Context: an optimization exercise on an open-source flow, tuned for small area, a short achievable clock period and few clock cycles. The choices shown serve that exercise and are no tape-out recipe.
Where RTL was checked, it was by simulation tests only, not by an equivalence proof against the original.
For runs 2 and 3, only the layout was checked, not whether the RTL still works.
Power figures rest on the tool's default switching activity, not on a simulated workload.

==> flow/design.v, too long to show whole: its modules and the start of the top module <==
// module booth_mul64: 961 lines
module booth_mul64(clk, reset_n, multiplier, multiplicand, op_start, op_clear, op_done, result);
  // ...
==> flow/flow/run.sh <==
#!/bin/bash
# Layout flow: the standard flow, with the port buffers made of the
# smallest plain buffer instead of the default delay buffer, and a clock tree
# of fewer buffers without dummy loads.
set -o pipefail
export BUFFER_PORTS_ARGS="-buffer_cell sky130_fd_sc_hd__buf_1"
export CTS_ARGS="-sink_clustering_enable -repair_clock_nets -dont_use_dummy_load -buf_list sky130_fd_sc_hd__clkbuf_16 -sink_clustering_size 22 -sink_clustering_max_diameter 110"
bash standard.sh > standard.log 2>&1
==> flow/standard.sh <==
#!/bin/bash
# synth_recipe.tcl (not shown) runs the flow's synth.tcl, then flattens the netlist and writes it again
# the make line also repeats each setting of config.mk as NAME=value (left out here)
make -C /OpenROAD-flow-scripts/flow DESIGN_CONFIG=/design/flow/config.mk WORK_HOME=/design/flow/orfs CLKGATE_MAP_FILE= SYNTH_SCRIPT=/design/flow/synth_recipe.tcl "${@:-finish}"
==> flow/config.mk <==
export PLATFORM = sky130hd
export DESIGN_NAME = booth_mul64
export DESIGN_NICKNAME = booth_mul64
export VERILOG_FILES = /design/flow/design.v
export SDC_FILE = /design/flow/constraint.sdc
export NUM_CORES = 4
export LEC_CHECK = 0
export ABC_AREA = 1
export CAP_MARGIN = 20
export CORE_MARGIN = 2
export CORE_UTILIZATION = 55
export SETUP_SLACK_MARGIN = 4.1
export SLEW_MARGIN = 20
==> flow/constraint.sdc <==
create_clock -name core_clock -period 7.0 [get_ports {clk}]
set_input_delay 1.4000 -clock core_clock [delete_from_list [all_inputs] [get_ports {clk}]]
set_output_delay 1.4000 -clock core_clock [all_outputs]
set_load 0.01 [all_outputs]
==> flow_metrics.tcl, run 1 <==
set metrics [dict create \
    multi_input_area_share 0.575 \
    rows 75 \
    fill_cells 3839 \
    crit_slowest_cell "dfrtp_4" \
    syn_inst 2762 \
    seq_area_frac_synth 0.287 \
    cp-startpoint "first" \
    multi_input_comb_cells 1915 \
    p_sw_mw 5.25 \
    pwr-share-comb 0.641 \
    pwr-share-clk 0.099 \
    skew_ps 48.0 \
    yosys-top-cells-count "nand2_1 (644), inv_1 (410), xor2_1 (270), fa_1 (255), o22ai_1 (253)" \
    slowest_delay_ps 550 \
    power_leader "combinational cells" \
    seqCellArea_um2 6780 \
    inverters 422 \
    dp.cells 3457 \
    n_clock_buffer 18 \
    cts_hold_buf 0 \
    status "no timing/DRC/antenna violations" \
    avgSynthCellArea_um2 8.51 \
    endpoint "C[36]" \
    n_antenna_cell 0 \
    path_clk_slew_ps 90 \
    path_max_fanout 11 \
    finalSetupViolCount 0 \
    worst-path-stages 9 \
    clk_path_buf_depth 3 \
    p_leak_nw 12.8 \
    crit_chain "buf_6, nand2_1, o21ai_0, fa_1, inv_1, fa_1, fa_1, nand2_1, inv_1" \
    synth_edf_count 64 \
    drive_gt1_frac 0.0568 \
    min_from "cnt[0]" \
    grt_use_met1 0.466 \
    crit_required_ps 7500 \
]
Testbench counts, summed over its fixed seeds: cycles 6,144.
==> inputs of run 2 (changes only) <==
--- a/flow/design.v
+++ b/flow/design.v
@@ -32,17 +32,19 @@
   reg first;
   wire [64:0] px = {PL, 1'b0};
   wire [63:0] npl;
   genvar q;
   generate for (q = 0; q < 32; q = q + 1) begin : nq
     assign npl[2*q] = px[2*q+2] & ~(px[2*q+1] & px[2*q]);
     assign npl[2*q+1] = 1'b0;
   end endgenerate
-  wire [64:0] Si = first ? {1'b1, npl} : S;
+  reg first_n;   
+  wire [64:0] init = {1'b1, npl};
+  wire [64:0] Si = {first_n ? S[64:32] : init[64:32], first ? init[31:0] : S[31:0]};
   wire hs0, hc0, fs1, fc1, fs2, fc2, hs3, hc3, fs4, fc4, fs5, fc5, fs6, fc6, fs7, fc7, fs8, fc8, fs9, fc9, fs10, fc10, fs11, fc11, fs12, fc12, fs13, fc13, fs14, fc14, fs15, fc15, fs16, fc16, fs17, fc17, fs18, fc18, fs19, fc19, fs20, fc20, fs21, fc21, fs22, fc22, fs23, fc23, fs24, fc24, fs25, fc25, fs26, fc26, fs27, fc27, fs28, fc28, fs29, fc29, fs30, fc30, fs31, fc31, fs32, fc32, fs33, fc33, fs34, fc34, fs35, fc35, fs36, fc36, fs37, fc37, fs38, fc38, fs39, fc39, fs40, fc40, fs41, fc41, fs42, fc42, fs43, fc43, fs44, fc44, fs45, fc45, fs46, fc46, fs47, fc47, fs48, fc48, fs49, fc49, fs50, fc50, fs51, fc51, fs52, fc52, fs53, fc53, fs54, fc54, fs55, fc55, fs56, fc56, fs57, fc57, fs58, fc58, fs59, fc59, fs60, fc60, fs61, fc61, fs62, fc62, fs63, fc63, fs64, fc64, fs65, fc65, fs66, fc66, fs67, fc67, fs68, fc68, fs69, fc69, fs70, fc70, fs71, fc71, fs72, fc72, fs73, fc73, fs74, fc74, fs75, fc75, fs76, fc76, fs77, fc77, fs78, fc78, fs79, fc79, fs80, fc80, fs81, fc81, fs82, fc82, fs83, fc83, fs84, fc84, fs85, fc85, fs86, fc86, fs87, fc87, fs88, fc88, fs89, fc89, fs90, fc90, fs91, fc91, fs92, fc92, fs93, fc93, fs94, fc94, fs95, fc95, fs96, fc96, fs97, fc97, fs98, fc98, fs99, fc99, fs100, fc100, fs101, fc101, fs102, fc102, fs103, fc103, fs104, fc104, fs105, fc105, fs106, fc106, fs107, fc107, fs108, fc108, fs109, fc109, fs110, fc110, fs111, fc111, fs112, fc112, fs113, fc113, fs114, fc114, fs115, fc115, fs116, fc116, fs117, fc117, fs118, fc118, fs119, fc119, fs120, fc120, hs121, hc121, hs122, hc122, fs123, fc123, fs124, fc124, fs125, fc125, fs126, fc126, fs127, fc127, fs128, fc128, fs129, fc129, fs130, fc130, fs131, fc131, fs132, fc132, fs133, fc133, fs134, fc134, fs135, fc135, fs136, fc136, fs137, fc137, fs138, fc138, fs139, fc139, fs140, fc140, fs141, fc141, fs142, fc142, fs143, fc143, fs144, fc144, fs145, fc145, fs146, fc146, fs147, fc147, fs148, fc148, fs149, fc149, fs150, fc150, fs151, fc151, fs152, fc152, fs153, fc153, fs154, fc154, fs155, fc155, fs156, fc156, fs157, fc157, fs158, fc158, fs159, fc159, fs160, fc160, fs161, fc161, fs162, fc162, fs163, fc163, fs164, fc164, fs165, fc165, fs166, fc166, fs167, fc167, fs168, fc168, fs169, fc169, fs170, fc170, fs171, fc171, fs172, fc172, fs173, fc173, fs174, fc174, fs175, fc175, fs176, fc176, fs177, fc177, fs178, fc178, fs179, fc179, fs180, fc180, fs181, fc181, fs182, fc182, fs183, fc183, fs184, fc184, fs185, fc185, fs186, fc186, fs187, fc187, hs188, hc188, hs189, hc189, fs190, fc190, fs191, fc191, fs192, fc192, fs193, fc193, fs194, fc194, fs195, fc195, fs196, fc196, fs197, fc197, fs198, fc198, fs199, fc199, fs200, fc200, fs201, fc201, fs202, fc202, fs203, fc203, fs204, fc204, fs205, fc205, fs206, fc206, fs207, fc207, fs208, fc208, fs209, fc209, fs210, fc210, fs211, fc211, fs212, fc212, fs213, fc213, fs214, fc214, fs215, fc215, fs216, fc216, fs217, fc217, fs218, fc218, fs219, fc219, fs220, fc220, fs221, fc221, fs222, fc222, fs223, fc223, fs224, fc224, fs225, fc225, fs226, fc226, fs227, fc227, fs228, fc228, fs229, fc229, fs230, fc230, fs231, fc231, fs232, fc232, fs233, fc233, fs234, fc234, fs235, fc235, fs236, fc236, fs237, fc237, fs238, fc238, fs239, fc239, fs240, fc240, fs241, fc241, fs242, fc242, fs243, fc243, fs244, fc244, fs245, fc245, fs246, fc246, fs247, fc247, fs248, fc248, fs249, fc249, fs250, fc250, fs251, fc251, fs252, fc252, fs253, fc253, fs254, fc254, fs255, fc255, fs256, fc256, fs257, fc257, hs258, hc258;
   assign hs0 = C[4] ^ Si[4];
   assign hc0 = C[4] & Si[4];
   assign fs1 = C[5] ^ Si[5] ^ pp0[5];
   assign fc1 = (C[5] & Si[5]) | (C[5] & pp0[5]) | (Si[5] & pp0[5]);
   assign fs2 = C[6] ^ Si[6] ^ pp0[6];
   assign fc2 = (C[6] & Si[6]) | (C[6] & pp0[6]) | (Si[6] & pp0[6]);
   assign hs3 = pp1[4] ^ pp2[2];
@@ -930,26 +932,25 @@
     assign n_one[g] = b1 ^ b0;
     assign n_two[g] = (b2 & ~b1 & ~b0) | (~b2 & b1 & b0);
     assign n_neg[g] = b2 & ~(b1 & b0);
   end endgenerate
   always @(posedge clk or negedge reset_n)
     if (!reset_n) begin
       st_idle <= 1'b1; st_busy <= 1'b0; st_cpa <= 1'b0; st_done <= 1'b0;
       cnt <= 3'd0;
-      first <= 1'b0;
     end else begin
       st_idle <= op_clear | (st_idle & ~op_start);
       st_busy <= ~op_clear & ((st_idle & op_start) | (st_busy & (cnt != 3'd7)));
       st_cpa  <= ~op_clear & st_busy & (cnt == 3'd7);
       st_done <= ~op_clear & (st_cpa | st_done);
       cnt <= st_busy ? cnt + 3'd1 : 3'd0;
-      first <= st_idle;
     end
   always @(posedge clk) begin
+    first <= st_idle; first_n <= ~st_idle;
     M <= multiplicand;
     bone0 <= n_one; btwo0 <= n_two; bneg0 <= n_neg;
     bone1 <= ~n_one; btwo1 <= ~n_two; bneg1 <= ~n_neg;
     if (st_idle) PL <= multiplier;
     else if (st_busy | st_cpa) PL <= {sum[7:0], PL[63:8]};
     if (st_busy) S <= TS[72:8];
     else S[63:0] <= sum[71:8];
     if (st_busy) begin
==> flow_metrics.tcl, run 2 <==
set metrics [dict create \
    dp_hpwl_mm 54.2 \
    grt_max_degree 89 \
    gp_congestion 0.924 \
    drv_slew 0 \
    initial_core_util 0.559 \
    critical_path_arrival_ps 3440 \
    p_leak_nw 12.9 \
    worst_setup_path_start_kind "register" \
    hold-path-endpoint "cnt[0]" \
    drt_iter0_markers 1582 \
    drive_gt1_frac 0.0714 \
    fmax_mhz 338 \
    port_buffers 260 \
    drv_cap 0 \
    worst_slew_pin_slew_ps 869 \
    drt_first_pass_iters 6 \
    rr_worst_depth 11 \
    path_class "reg -> reg" \
    ir_worst_vdd_v 0.000253 \
    cts_tree "done" \
    drc 0 \
    pre_cts_slack_ps 3320 \
    clk_path_buf_depth 3 \
    yosysUniqueCellTypes 47 \
    seq_area_frac_synth 0.288 \
    status "no timing/DRC/antenna violations" \
    grt.busiest_layer "met2" \
    grt_pass1_vias 19600 \
    fin_area_um2 26300 \
    syn_inst 2754 \
    synth.most_common_cell "nand2_1" \
    rsz0062_at_grt "true" \
    numCtsBuffers 18 \
    grt.overflow.total 0 \
    dieArea_um2 44400 \
    clock-sinks 304 \
    avgRoutedWirePerCell_um 21.3 \
    nets 3442 \
    wirelength_mm 74.8 \
    synth-seq-cells 304 \
    period_share 0.423 \
    netlist_area_um2 23500 \
    layout_commonest_cell "nand2_1" \
    r2r_slack_ps 4040 \
    ctsRootBufferMaster "clkbuf_16" \
    synth_edf_count 64 \
    area_growth_pct 11.8 \
    via_per_inst 5.61 \
    r2r-start "bone0[0]" \
    worst_slack_ps 4040 \
    total_power_mw 11.1 \
    hold_depth 1 \
    hold_class "reg -> reg" \
    htree_levels 1 \
    grt_use_total 0.333 \
    slowest_delay_ps 590 \
    synth.top_cell.area_share 0.217 \
    fp.coreArea_um2 42000 \
    grt_use_met1 0.422 \
    layout_common_cells "nand2_1 (610), inv_1 (412), xor2_1 (262)" \
    met3_usage 0.0300 \
    avgSynthCellArea_um2 8.54 \
    vias 19700 \
    crit_slowest_cell "fa_2" \
    fp.dieH_um 211 \
    met2_usage 0.572 \
    synthTopCellsByArea "fa_1 (22%), dfxtp_1 (20%), xor2_1 (10%)" \
    crit_required_ps 7480 \
    grt_pass1_wl_mm 113 \
    ant_nets 0 \
    cp-end-kind "register" \
    io_pins 261 \
    crit_chain "clkinvlp_4, buf_12, buf_6, o22ai_2, xor2_1, fa_1, inv_1, fa_1, fa_2, nand2_1, inv_1" \
    antenna_found_initial 2 \
    powerDensity_nw_per_um2 422 \
    path_clk_slew_ps 90 \
    hold_viol 0 \
    skew_ps 39.7 \
    ys_warn_count 1 \
    fill_cells 3820 \
    rr_endpoint "C[0]" \
    rows 75 \
    path_max_fanout 11 \
    yosysTopAreaCell "fa_1" \
    fin_crit_ps 2960 \
    min_from "cnt[0]" \
    placed_area_um2 24800 \
    yosys-top-cells-count "nand2_1 (611), inv_1 (423), xor2_1 (270), fa_1 (255), o22ai_1 (253)" \
    clock_latency_ps 550 \
    finalSetupViolCount 0 \
    postSynth.asyncResetShare 0.0230 \
    syn-num-nets 3226 \
    totalNegativeSetupSlack_ps 0 \
    relSlewSlack 0.420 \
    die_width_um 211 \
    synth_top_flop_cell "dfxtp_1" \
]
[run 2: cell count changes in the layout (fill, tap and decap cells not counted), moves of 7 or more]
cell / change
buf_12: +9
buf_4: +10
fa_2: +9
o22ai_4: +9
xor2_2: +7
o22ai_1: -12
clkinvlp_4: +8
nand2_2: -7
fa_1: -9
xor2_1: -7
nand2_1: -23
a22oi_1: +7
inv_1: +12
[run 2: repair_timing]
item                                    in CTS  in global routing
resized for setup                           42                 85
endpoints found under the setup margin     200                163
gates cloned                                 6                  3
pin swaps                                    3                 62
hold buffers                                 0                  0
setup buffers                               22                 11
[run 2: stage by stage]
step,hold WS (ps),util,std cells
finish,448,0.625,3509
global route,460,0.625,3509
CTS,448,0.610,3493
detailed placement,428,0.590,3447
global placement,424,0.590,3447
floorplan,410,-,2754
[run 2: worst max path at each step]
stage	slack (ps)	depth (start not counted)	startpoint	endpoint
global route	3980	11	bone0[0]	C[10]
CTS	4030	8	bneg0[0]	C[24]
detailed placement	3320	7	bneg1[0]	C[29]
global placement	3410	7	bneg1[0]	C[47]
floorplan	4130	9	bneg1[0]	C[35]
finish	4040	11	bone0[0]	C[0]
[run 2: worst max-delay path, delay by kind of cell (launching register included)]
family | cells | cell delay, ps
xor gates and xnor gates | 1 | 110
AOI/OAI and AO/OA | 1 | 210
adders and majority gates | 3 | 1630
buffers and inverters | 5 | 530
DFF | 1 | 360
and+or+nand+nor | 1 | 50
[run 2: area by class of cell]
class,count,area [um^2],share of cell area
clock buffer,18,450,0.0171
tap,539,674,0.0257
antenna,2,5.00,0.000191
inverter,434,1670,0.0636
multi-input combinational,1892,15000,0.570
sequential,304,6810,0.259
timing repair inverter,6,45.0,0.00171
timing repair buffer,314,1640,0.0623
[run 2: where the power goes]
part / switching [mW] / internal, mW
clock: 0.608 / 0.461
sequential: 0.549 / 2.26
combinational: 4.21 / 3.00
[run 2: routing by layer]
| metal | up-vias | routed length, um |
|---|---|---|
| li1 | 9174 | - |
| met1 | 9504 | 29200 |
| met2 | 843 | 36600 |
| met5 | - | 0 |
| met4 | 0 | 4520 |
| met3 | 173 | 4390 |
[run 2: logic make-up after synthesis]
group / count (synthesis) / synth area share
and+or+nand+nor: 839 / 0.145
AOI/OAI and AO/OA: 437 / 0.111
adders and majority gates: 340 / 0.262
xor gates and xnor gates: 274 / 0.102
buffers and inverters: 558 / 0.0910
muxes: 2 / 0.000852
DFF: 304 / 0.288
==> inputs of run 3 (changes only) <==
--- a/flow/config.mk
+++ b/flow/config.mk
@@ -9,5 +9,5 @@
 export CAP_MARGIN = 20
 export CORE_MARGIN = 2
 export CORE_UTILIZATION = 55
-export SETUP_SLACK_MARGIN = 4.1
+export SETUP_SLACK_MARGIN = 4.0
 export SLEW_MARGIN = 20
==> flow_metrics.tcl, run 3 <==
set metrics [dict create \
    skew_ps 26.3 \
    worst_slew_pin_slew_ps 865 \
    crit_required_ps 7390 \
    clock_latency_ps 540 \
    grt_pass1_wl_mm 114 \
    synth.most_common_cell "nand2_1" \
    clk_path_buf_depth 3 \
    drv_cap 0 \
    cts_tree "done" \
    vias 19800 \
    via_per_inst 5.66 \
    die_width_um 211 \
    powerDensity_nw_per_um2 426 \
    ir_worst_vdd_v 0.000254 \
    path_max_fanout 21 \
    total_power_mw 11.0 \
    fill_cells 3846 \
    layout_common_cells "nand2_1 (610), inv_1 (414), xor2_1 (270)" \
    crit_slowest_cell "fa_1" \
    finalSetupViolCount 0 \
    synth.top_cell.area_share 0.217 \
    cp-end-kind "register" \
    avgSynthCellArea_um2 8.54 \
    critPathMostFrequentCell "fa_1" \
    layout_commonest_cell "nand2_1" \
    ys_warn_count 1 \
    path_clk_slew_ps 90 \
    rsz0062_at_grt "true" \
    grt.overflow.total 0 \
    drv_slew 0 \
    placed_area_um2 24800 \
    rows 75 \
    synth_top_flop_cell "dfxtp_1" \
    syn_inst 2754 \
    yosysTopAreaCell "fa_1" \
    p_leak_nw 12.8 \
    synth_edf_count 64 \
    ant_nets 0 \
    drc 0 \
    nets 3441 \
    grt_pass1_vias 19500 \
    io_pins 261 \
    grt_max_degree 89 \
    netlist_area_um2 23500 \
    seq_area_frac_synth 0.288 \
    dieArea_um2 44400 \
    path_class "reg -> reg" \
    relSlewSlack 0.423 \
    yosysUniqueCellTypes 47 \
    status "no timing/DRC/antenna violations" \
    drive_gt1_frac 0.0533 \
    postSynth.asyncResetShare 0.0230 \
    avgRoutedWirePerCell_um 21.3 \
    fin_crit_ps 2970 \
    ctsRootBufferMaster "clkbuf_16" \
    cts_hold_buf 0 \
    syn-num-nets 3226 \
    antenna_found_initial 1 \
    area_growth_pct 9.66 \
    port_buffers 260 \
    clock-sinks 304 \
    initial_core_util 0.559 \
    drt_first_pass_iters 6 \
    htree_levels 1 \
    fp.coreArea_um2 42000 \
    period_share 0.424 \
    gp_congestion 0.902 \
    slowest_delay_ps 540 \
    crit_chain "clkinvlp_4, buf_6, o22ai_2, xor2_1, fa_1, fa_1, fa_1, nor2_1, a31oi_1" \
    wirelength_mm 74.7 \
    numCtsBuffers 18 \
    fp.dieH_um 211 \
    dp_hpwl_mm 55.0 \
    hold_viol 0 \
    worst_setup_path_start_kind "register" \
    critical_path_arrival_ps 3360 \
    hold_class "reg -> reg" \
    drt_iter0_markers 1944 \
    totalNegativeSetupSlack_ps 0 \
    yosys-top-cells-count "nand2_1 (611), inv_1 (423), xor2_1 (270), fa_1 (255), o22ai_1 (253)" \
    grt_use_total 0.336 \
    fin_area_um2 25800 \
    synthTopCellsByArea "fa_1 (22%), dfxtp_1 (20%), xor2_1 (10%)" \
    synth-seq-cells 304 \
    fmax_mhz 337 \
]
run 3: cell counts after synthesis:
No cell type changed its count.
run 3: final timing paths:
path	slack [ps]	end	cells after the start	from
worst min-delay path	440	cnt[0]	1	cnt[0]
worst max register to register	4030	result[74]	9	bone0[0]
max in group asynchronous	5940	st_idle	1	reset_n
min in group asynchronous	740	st_cpa	1	reset_n
worst max-delay path	4030	result[74]	9	bone0[0]
worst min register to register	440	cnt[0]	1	cnt[0]
run 3: area by class of cell:
cell class              count  area (um^2)  area share
diodes                      2         5.00    0.000194
clock buffers              18          450      0.0175
inverters                 434         1670      0.0649
multi-input cells        1892        14600       0.568
flip-flops and latches    304         6800       0.264
well taps                 539          674      0.0262
repair buffers            313         1480      0.0575
repair inverters            6         45.0     0.00175
run 3: worst max-delay path: cells and delay by family, from the launching register on:
kind                       cells  cell delay, ps
AOI/OAI and AO/OA              2             260
xor gates and xnor gates       1             180
adders and majority gates      3            1510
buffers and inverters          2             320
DFF                            1             360
and+or+nand+nor                1             190
run 3: kinds of logic after synthesis:
group	count (synthesis)	synth area share
buffers and inverters	558	0.0910
adders and majority gates	340	0.262
DFF	304	0.288
xor gates and xnor gates	274	0.102
AOI/OAI and AO/OA	437	0.111
and+or+nand+nor	839	0.145
muxes	2	0.000852
run 3: what timing repair did:
| action | in CTS | in global routing |
|---|---|---|
| gates resized for setup | 30 | 20 |
| pin swaps | 1 | 10 |
| gates cloned | 6 | 0 |
| buffers inserted | 24 | 11 |
| setup endpoints to repair | 129 | 84 |
run 3: routing by layer:
metal / track usage / wire length (um) / up-vias
met2: 0.569 / 36300 / 845
met4: 0.173 / 4500 / 0
met3: 0.0366 / 4380 / 187
met1: 0.426 / 29500 / 9649
met5: 0 / 0 / -
li1: - / - / 9163
run 3: stage by stage:
stage	instances	util	setup WS, ps	hold slack [ps]
global route	3507	0.613	3970	477
global placement	3447	0.590	3440	421
CTS	3495	0.609	4000	439
finish	3508	0.613	4030	435
floorplan	2754	-	4040	410
detailed placement	3447	0.590	3350	425
run 3: report_power, final:
| group | switching (mW) | internal, mW | leakage [nW] |
|---|---|---|---|
| clock | 0.607 | 0.461 | 0.222 |
| combinational | 4.18 | 2.91 | 9.83 |
| sequential | 0.561 | 2.26 | 2.70 |

## afterwards: timing with drivers on the ports
The results above use ideal ports. As a check the final layouts listed here were re-extracted and re-timed, cells and wires unchanged. Step 1: set_driving_cell puts a clkbuf_16 on clk and a buf_2 on each other input, an assumption about the parent block. Step 2 adds t to the input delays and takes it off the output delays; t is the mean of the earliest and latest rising clock arrival at the registers after step 1. Input paths then give back, and output paths get back, about the clock's delay inside the block. Three values: ideal ports, drivers, drivers and shift; two values: the first two.
run	t, ns	slack for setup (ns)	latest minus earliest clock arrival (ns)	worst slew at a driven data input, ns	cell pins on the clock port's net
run 1	0.590	4.094 / 4.094 / 4.094	0.048 / 0.048	0.06	1
run 2	0.593	4.042 / 4.042 / 4.042	0.041 / 0.042	0.08	1
run 3	0.589	4.030 / 4.030 / 4.030	0.030 / 0.030	0.08	1
After both steps every run listed still meets setup and hold.
